Source: an optimization exercise on an open RTL-to-GDS flow (aim: small area, a short achievable clock period and few clock cycles per item). Production flows keep margins and buffers that such runs may drop. Function was checked by simulation only, so behaviour that the tests miss may differ from the original.

Design sw, start of the top module:
module sw(
    clk,
    reset,
    valid,
    data_s,
    data_t,
    finish,
    max
);
For scale: roughly 12000 cells after synthesis, about 1300 flip-flops, about 20 I/O pins.
==> flow/config.mk <==
export PLATFORM = sky130hd
export DESIGN_NAME = sw
export DESIGN_NICKNAME = sw
export VERILOG_FILES = /design/flow/design.v
export SDC_FILE = /design/flow/constraint.sdc
export NUM_CORES = 4
export LEC_CHECK = 0
export CAP_MARGIN = 20
export CORE_MARGIN = 2
export CORE_UTILIZATION = 65
export CTS_CLUSTER_DIAMETER = 100
export CTS_CLUSTER_SIZE = 24
export SLEW_MARGIN = 20
==> flow/constraint.sdc <==
create_clock -name core_clock -period 11.0 [get_ports {clk}]
set_input_delay 2.2000 -clock core_clock [delete_from_list [all_inputs] [get_ports {clk}]]
set_output_delay 2.2000 -clock core_clock [all_outputs]
set_load 0.01 [all_outputs]
standard.sh (not shown) runs the stock make flow with config.mk's settings and CLKGATE_MAP_FILE= SYNTH_SCRIPT=/design/flow/synth_recipe.tcl, a recipe that flattens the netlist after the stock synthesis.
==> flow/flow/run.sh <==
#!/bin/bash
# The standard layout, with two changes to how it is optimised (the SDC, and
# so the clock period and I/O constraints, stay as given):
#  - port buffers of a fixed, stronger cell (buffer_ports otherwise picks a
#    slow delay buffer for every port);
#  - timing repair aims for a setup slack margin of 7.6 ns instead of 0, so
#    the resizer works on the paths that set the achieved period.
set -euo pipefail
export BUFFER_PORTS_ARGS="-buffer_cell sky130_fd_sc_hd__buf_4"
export SETUP_SLACK_MARGIN=7.6
bash standard.sh > standard.log 2>&1
Testbench counts at the start, summed over its fixed seeds: cycles 24,576, jobs 384.
Rerun with:
- CORE_UTILIZATION: 65 -> 75
What happened: Routed wire length rose by 2.4%; worst hold slack gets worse by 0.010 ns; area after synthesis does not change; first-iteration DRC count is higher by 42%; via count rises by 3.4%; clock skew increases by 0.0042 ns; critical path depth is unchanged; global-route usage rises by 6.2 points; final area shrinks by 0.46%.
Rerun with:
- CORE_UTILIZATION: 75 -> 55
Hold slack gets better by 0.010 ns.
Area after synthesis stays the same.
Worst setup slack gets worse by 0.023 ns.
Final cell count increases by 4.6%.
Wire length increases by 0.30%.
Rerun with:
- CORE_UTILIZATION: 55 -> 80
Setup slack improved by 0.0032 ns.
Global-route usage increases by 13 points.
Synthesized cell count does not change.
Cell area decreases by about 1.2%.
Via count increases by 7.1%.
Hold slack got worse by 0.014 ns.

========
Another version of the RTL of sw (not shown whole).
Size: ~13000 cells after synthesis, about 1300 flip-flops, about 20 I/O pins, about 100000 sq um of cells after synthesis.
==> flow/config.mk <==
export PLATFORM = sky130hd
export DESIGN_NAME = sw
export DESIGN_NICKNAME = sw
export VERILOG_FILES = /design/flow/design.v
export SDC_FILE = /design/flow/constraint.sdc
export NUM_CORES = 4
export LEC_CHECK = 0
export CAP_MARGIN = 20
export CORE_MARGIN = 2
export CORE_UTILIZATION = 65
export CTS_CLUSTER_DIAMETER = 90
export CTS_CLUSTER_SIZE = 30
export SLEW_MARGIN = 20
==> flow/constraint.sdc <==
create_clock -name core_clock -period 11.0 [get_ports {clk}]
set_input_delay 2.2000 -clock core_clock [delete_from_list [all_inputs] [get_ports {clk}]]
set_output_delay 2.2000 -clock core_clock [all_outputs]
set_load 0.01 [all_outputs]
Scripts as last shown in full above: flow/flow/run.sh
The baseline ran to the end with no violations.
Testbench counts at the start, summed over its fixed seeds: cycles 24,576, jobs 384.
Rerun with:
--- a/flow/flow/run.sh
+++ b/flow/flow/run.sh
@@ -6 +6 @@
-#  - timing repair aims for a setup slack margin of 7.6 ns instead of 0, so
+#  - timing repair aims for a setup slack margin of 7.8 ns instead of 0, so
@@ -10 +10 @@
-export SETUP_SLACK_MARGIN=7.6
+export SETUP_SLACK_MARGIN=7.8
Settings changed: CORE_UTILIZATION 65 to 55, CTS_CLUSTER_DIAMETER 90 to 100, CTS_CLUSTER_SIZE 30 to 24.
What happened:
- The changed run completed with no timing, DRC or antenna violations
- routed wire length went up by about 4.6%
- core utilization went down by 9.7 points
- global-route usage fell by 4.0 points

==> static timing again, ports no longer ideal <==
In the flow no input, the clock included, has a driving cell. The finished layouts below were timed again as built, in two steps.
Step 1 assumes that a clkbuf_16 drives the clock port and a buf_2 every other input.
Step 2 adds t to the input delays and takes it off the output delays; t is the mean of the earliest and latest rising clock arrival at the registers after step 1. Input paths then give back, and output paths get back, about the clock's delay inside the block.
a / b / c = no drivers / after step 1 / after step 2; a / b = the first two.
run	t, ns	setup slack, ns	worst setup path at the end	pins driven straight from the clock port
the first run of note 1	0.766	7.599 / 7.522 / 6.909	input to register	1
the second run of note 1	0.760	7.610 / 7.531 / 7.160	input to register	1
the third run of note 1	0.799	7.587 / 7.490 / 6.992	input to register	1
the fourth run of note 1	0.770	7.590 / 7.509 / 7.210	input to register	1
the first run of note 2	0.799	7.583 / 7.490 / 7.036	input to register	1
the second run of note 2	0.816	7.479 / 7.389 / 7.196	input to register	1
After both steps setup and hold are still met in every run listed. For the first run of note 1, which loses most, drivers alone change the setup slack by -0.077 ns; drivers and shift together by -0.690 ns.
